Background: an optimization exercise with open tools, aiming at small area, a short achievable clock period and few clock cycles. Do not read the settings as production practice.
No activity file was given, so power comes from the tool's default toggle rates.

==> flow/design.v <==
module rv32i_core (
  input         clk,
  input         rst_n,
  output [31:0] imem_addr,
  input  [31:0] imem_rdata,
  output        dmem_valid,
  output        dmem_we,
  output [31:0] dmem_addr,
  output [31:0] dmem_wdata,
  output [3:0]  dmem_wstrb,
  input  [31:0] dmem_rdata,
  output        halted
);
  reg [31:0] rf [1:31];
  reg [31:0] fpc;         
  reg        d_v;         
  reg [31:0] d_ir;
  reg [31:0] d_pc;
  reg        d_pred;      
  reg        halt_r;      
  reg        x_wen;       
  reg        x_br, x_ld, x_st, x_halt;
  reg [31:0] x_a;         
  reg [31:0] x_b;         
  reg [31:0] x_c;         
  reg        x_cin;       
  reg        x_pred;      
  reg        x_late;      
  reg [4:0]  x_rd;
  reg        x_sra;
  reg [2:0]  x_f3;
  reg        x_rsum, x_rsll, x_rslt, x_rxor, x_rsr, x_ror, x_rand, x_rld, x_rc;
  wire [31:0] sum;
  wire        cout;
  add32 u_alu_add (.a(x_a), .b(x_b), .cin(x_cin), .s(sum), .cout(cout));
  wire        ltu = ~cout;                       
  wire        eq  = &(x_a ^ x_b);                
  wire        taken = (x_f3[2] ? ltu : eq) ^ x_f3[0];
  wire        mispredict = x_br & (taken ^ x_pred);
  wire [4:0]  shamt = x_b[4:0];
  reg  [31:0] sh_in, sh_rev;
  integer k;
  always @* begin
    for (k = 0; k < 32; k = k + 1) sh_in[k] = x_rsll ? x_a[31-k] : x_a[k];
  end
  wire        sh_fill = x_sra & x_a[31] & ~x_rsll;
  wire [31:0] sh_r = $signed({sh_fill, sh_in}) >>> shamt;
  always @* begin
    for (k = 0; k < 32; k = k + 1) sh_rev[k] = sh_r[31-k];
  end
  wire [1:0]  ba = x_a[1:0];
  wire [31:0] ld_sh = dmem_rdata >> {ba, 3'b000};
  reg  [31:0] ld_val;
  always @* begin
    case (x_f3[1:0])
      2'b00:   ld_val = {{24{ld_sh[7]  & ~x_f3[2]}}, ld_sh[7:0]};
      2'b01:   ld_val = {{16{ld_sh[15] & ~x_f3[2]}}, ld_sh[15:0]};
      default: ld_val = ld_sh;
    endcase
  end
  wire [31:0] wdata =
      ({32{x_rsum}}  & sum)
    | ({32{x_rsll}}  & sh_rev)
    | ({32{x_rslt}}  & {31'b0, ltu})
    | ({32{x_rxor}}  & (x_a ^ x_b))
    | ({32{x_rsr}}   & sh_r)
    | ({32{x_ror}}   & (x_a | x_b))
    | ({32{x_rand}}  & (x_a & x_b))
    | ({32{x_rld}}   & ld_val)
    | ({32{x_rc}}    & x_c);
  assign imem_addr  = fpc;
  assign dmem_valid = x_ld | x_st;
  assign dmem_we    = x_st;
  assign dmem_addr  = x_a;
  assign dmem_wdata = (x_f3[1:0] == 2'b00) ? {4{x_c[7:0]}} :
                      (x_f3[1:0] == 2'b01) ? {2{x_c[15:0]}} : x_c;
  assign dmem_wstrb = (x_f3[1:0] == 2'b00) ? (4'b0001 << ba) :
                      (x_f3[1:0] == 2'b01) ? (ba[1] ? 4'b1100 : 4'b0011) : 4'b1111;
  assign halted = halt_r | x_halt;
  wire [31:0] in = d_ir;
  wire [6:0]  op = in[6:0];
  wire [2:0]  f3 = in[14:12];
  wire [4:0]  rs1 = in[19:15];
  wire [4:0]  rs2 = in[24:20];
  wire d_lui   = (op == 7'b0110111);
  wire d_auipc = (op == 7'b0010111);
  wire d_jal   = (op == 7'b1101111);
  wire d_jalr  = (op == 7'b1100111);
  wire d_br    = (op == 7'b1100011);
  wire d_ld    = (op == 7'b0000011);
  wire d_st    = (op == 7'b0100011);
  wire d_opi   = (op == 7'b0010011);
  wire d_op    = (op == 7'b0110011);
  wire d_known = d_lui | d_auipc | d_jal | d_jalr | d_br | d_ld | d_st | d_opi | d_op;
  wire d_alu   = d_op | d_opi;
  wire [31:0] imm_i = {{20{in[31]}}, in[31:20]};
  wire [31:0] imm_s = {{20{in[31]}}, in[31:25], in[11:7]};
  wire [31:0] imm_b = {{20{in[31]}}, in[7], in[30:25], in[11:8], 1'b0};
  wire [31:0] imm_u = {in[31:12], 12'b0};
  wire [31:0] imm_j = {{12{in[31]}}, in[19:12], in[20], in[30:21], 1'b0};
  reg [31:0] rd1, rd2;
  integer r;
  always @* begin
    rd1 = 32'b0;
    rd2 = 32'b0;
    for (r = 1; r < 32; r = r + 1) begin
      rd1 = rd1 | ({32{rs1 == r}} & rf[r]);
      rd2 = rd2 | ({32{rs2 == r}} & rf[r]);
    end
  end
  wire hit1 = x_wen & (x_rd == rs1);
  wire hit2 = x_wen & (x_rd == rs2);
  wire [31:0] v1 = hit1 ? wdata : rd1;
  wire [31:0] v2 = hit2 ? wdata : rd2;
  wire [31:0] base = hit1 ? x_c : rd1;
  wire [31:0] addr;
  add32 u_addr_add (.a(base), .b(d_st ? imm_s : imm_i), .cin(1'b0), .s(addr), .cout());
  wire        d_usebase = d_ld | d_st | d_jalr;
  wire        stall = d_v & d_usebase & hit1 & x_late;
  wire [31:0] dpc4 = d_pc + 32'd4;
  wire [31:0] dtgt;
  add32 u_tgt_add (.a(d_pc), .b(d_br ? imm_b : imm_u), .cin(1'b0), .s(dtgt), .cout());
  wire halt_next = halt_r | x_halt;
  wire go = d_v & ~halt_next & ~mispredict & ~stall;
  wire redirect_d = go & d_jalr;
  wire d_sub  = d_br | (d_op & (f3 == 3'b000) & in[30]) | (d_alu & (f3[2:1] == 2'b01));
  wire d_sgn  = (d_br & ~f3[1]) | (d_alu & (f3 == 3'b010));    
  wire [31:0] a_n = (d_ld | d_st) ? addr : {v1[31] ^ d_sgn, v1[30:0]};
  wire [31:0] b_n = (d_op | d_br) ? v2 : imm_i;
  wire [31:0] b_x = b_n ^ {d_sub ^ d_sgn, {31{d_sub}}};
  wire [31:0] c_n = d_st ? v2 :
                    (d_jal | d_jalr | d_pred) ? dpc4 :
                    d_lui ? imm_u : dtgt;
  wire [31:0] fin = imem_rdata;
  wire f_jal  = (fin[6:0] == 7'b1101111);
  wire f_pred = (fin[6:0] == 7'b1100011) & fin[31];
  wire [31:0] f_immj = {{12{fin[31]}}, fin[19:12], fin[20], fin[30:21], 1'b0};
  wire [31:0] f_immb = {{20{fin[31]}}, fin[7], fin[30:25], fin[11:8], 1'b0};
  wire [31:0] ftgt_j, ftgt_b;
  add32 u_ftgtj_add (.a(fpc), .b(f_immj), .cin(1'b0), .s(ftgt_j), .cout());
  add32 u_ftgtb_add (.a(fpc), .b(f_immb), .cin(1'b0), .s(ftgt_b), .cout());
  wire [31:0] fpc4 = fpc + 32'd4;
  wire replay = stall & ~mispredict & ~halt_next;
  wire [31:0] fpc_next = mispredict ? x_c :
                         replay     ? d_pc :
                         redirect_d ? {addr[31:1], 1'b0} :
                         f_jal ? ftgt_j : f_pred ? ftgt_b : fpc4;
  always @(posedge clk or negedge rst_n) begin
    if (!rst_n) begin
      fpc    <= 32'b0;
      d_v    <= 1'b0;
      halt_r <= 1'b0;
      x_wen  <= 1'b0;
      x_br   <= 1'b0;
      x_ld   <= 1'b0;
      x_st   <= 1'b0;
      x_halt <= 1'b0;
    end else begin
      fpc    <= fpc_next;
      d_v    <= ~(mispredict | replay | redirect_d | halt_next);
      halt_r <= halt_next;
      x_wen  <= go & (in[11:7] != 5'd0) & (d_lui | d_auipc | d_jal | d_jalr | d_ld | d_alu);
      x_br   <= go & d_br;
      x_ld   <= go & d_ld;
      x_st   <= go & d_st;
      x_halt <= go & ~d_known;
    end
  end
  always @(posedge clk) begin
    d_ir   <= fin;
    d_pc   <= fpc;
    d_pred <= f_pred;
  end
  always @(posedge clk) begin
    x_a      <= a_n;
    x_b      <= b_x;
    x_c      <= c_n;
    x_cin    <= d_sub;
    x_pred   <= d_pred;
    x_late   <= d_alu | d_ld;
    x_rd     <= in[11:7];
    x_sra    <= in[30];
    x_f3     <= f3;
    x_rsum   <= d_alu & (f3 == 3'b000);
    x_rsll   <= d_alu & (f3 == 3'b001);
    x_rslt   <= d_alu & (f3[2:1] == 2'b01);
    x_rxor   <= d_alu & (f3 == 3'b100);
    x_rsr    <= d_alu & (f3 == 3'b101);
    x_ror    <= d_alu & (f3 == 3'b110);
    x_rand   <= d_alu & (f3 == 3'b111);
    x_rld    <= d_ld;
    x_rc     <= d_lui | d_auipc | d_jal | d_jalr;
  end
  integer w;
  always @(posedge clk) begin
    for (w = 1; w < 32; w = w + 1)
      if (x_wen && x_rd == w) rf[w] <= wdata;
  end
endmodule
module add32 (
  input  [31:0] a,
  input  [31:0] b,
  input         cin,
  output [31:0] s,
  output        cout
);
  wire [31:0] p0 = a ^ b;
  wire [31:0] g0 = a & b;
  wire [31:0] g [0:5];
  wire [31:0] p [0:5];
  assign g[0] = {g0[31:1], g0[0] | (p0[0] & cin)};
  assign p[0] = p0;
  genvar l, i;
  generate
    for (l = 0; l < 5; l = l + 1) begin : lvl
      for (i = 0; i < 32; i = i + 1) begin : bt
        if (i >= (1 << l)) begin : op
          assign g[l+1][i] = g[l][i] | (p[l][i] & g[l][i - (1 << l)]);
          assign p[l+1][i] = p[l][i] & p[l][i - (1 << l)];
        end else begin : pass
          assign g[l+1][i] = g[l][i];
          assign p[l+1][i] = p[l][i];
        end
      end
    end
  endgenerate
  wire [32:0] c = {g[5], cin};
  assign s = p0 ^ c[31:0];
  assign cout = c[32];
endmodule
==> flow/config.mk <==
export PLATFORM = sky130hd
export DESIGN_NAME = rv32i_core
export DESIGN_NICKNAME = rv32i_core
export VERILOG_FILES = /design/flow/design.v
export SDC_FILE = /design/flow/constraint.sdc
export NUM_CORES = 4
export LEC_CHECK = 0
export CAP_MARGIN = 20
export CORE_MARGIN = 2
export CORE_UTILIZATION = 25
export PLACE_DENSITY = 0.4
export SETUP_SLACK_MARGIN = 5
export SLEW_MARGIN = 20
==> flow/constraint.sdc <==
create_clock -name core_clock -period 10.0 [get_ports {clk}]
set_input_delay 2.0000 -clock core_clock [delete_from_list [all_inputs] [get_ports {clk}]]
set_output_delay 2.0000 -clock core_clock [all_outputs]
set_load 0.01 [all_outputs]
run.sh (not shown) runs the stock make flow with config.mk's settings and CLKGATE_MAP_FILE= SYNTH_SCRIPT=/design/flow/synth_recipe.tcl, a recipe that flattens the netlist after the stock synthesis.
Next try:
==> flow/flow/run.sh (new file) <==
#!/bin/bash
set -euo pipefail
bash standard.sh SETUP_SLACK_MARGIN=6 finish > standard_flow.log 2>&1
==> flow/standard.sh (new file) <==
#!/bin/bash
# synth_recipe.tcl (not shown) runs the flow's synth.tcl, then flattens the netlist and writes it again
# the make line also repeats each setting of config.mk as NAME=value (left out here)
make -C /OpenROAD-flow-scripts/flow DESIGN_CONFIG=/design/flow/config.mk WORK_HOME=/design/flow/orfs CLKGATE_MAP_FILE= SYNTH_SCRIPT=/design/flow/synth_recipe.tcl "${@:-finish}"
SETUP_SLACK_MARGIN = unset   (was 5)
removed: flow/run.sh
Outcome:
- core utilization goes up by 2.3 points
- worst setup slack gains 460 ps
- critical path depth went up by 11
- die area stays the same
- worst hold slack improves by 7.2 ps
- routed wire length is higher by 4.2%
- cell area is higher by 7.7%
- cell count rises by 2.6%
- via count rises by 3.5%
- total power rises by 4.8%
No run of this note included a check of the RTL's function; only the layout flow was run.

[what the ideal ports hide]
How much do the figures lean on ideal ports? The routed layouts below were timed once more, with nothing changed but the port constraints.
Step 1, drivers: a clkbuf_16 drives clk and a buf_2 each remaining input, both assumed.
Step 2 times the ports against the registers' clock, not the clock port: input delays grow and output delays shrink by t, the midpoint of the rising clock arrivals with the driver on.
Slacks: ideal ports / drivers / drivers and shift; pairs: ideal ports / drivers.
run	t (ns)	slack for setup (ns)	worst hold slack (ns)	latest minus earliest clock arrival (ns)	worst register clock-pin slew, ns
the first run	0.904	4.798 / 4.798 / 4.067	0.405 / 0.405 / 0.405	0.070 / 0.070	0.07 / 0.07
the second run	0.901	5.257 / 5.257 / 4.550	0.412 / 0.412 / 0.412	0.068 / 0.068	0.07 / 0.07
After both steps setup and hold are still met in every run listed. The setup slack of the first run, which loses most, moves by 0.000 ns with the drivers and by -0.731 ns with both steps.
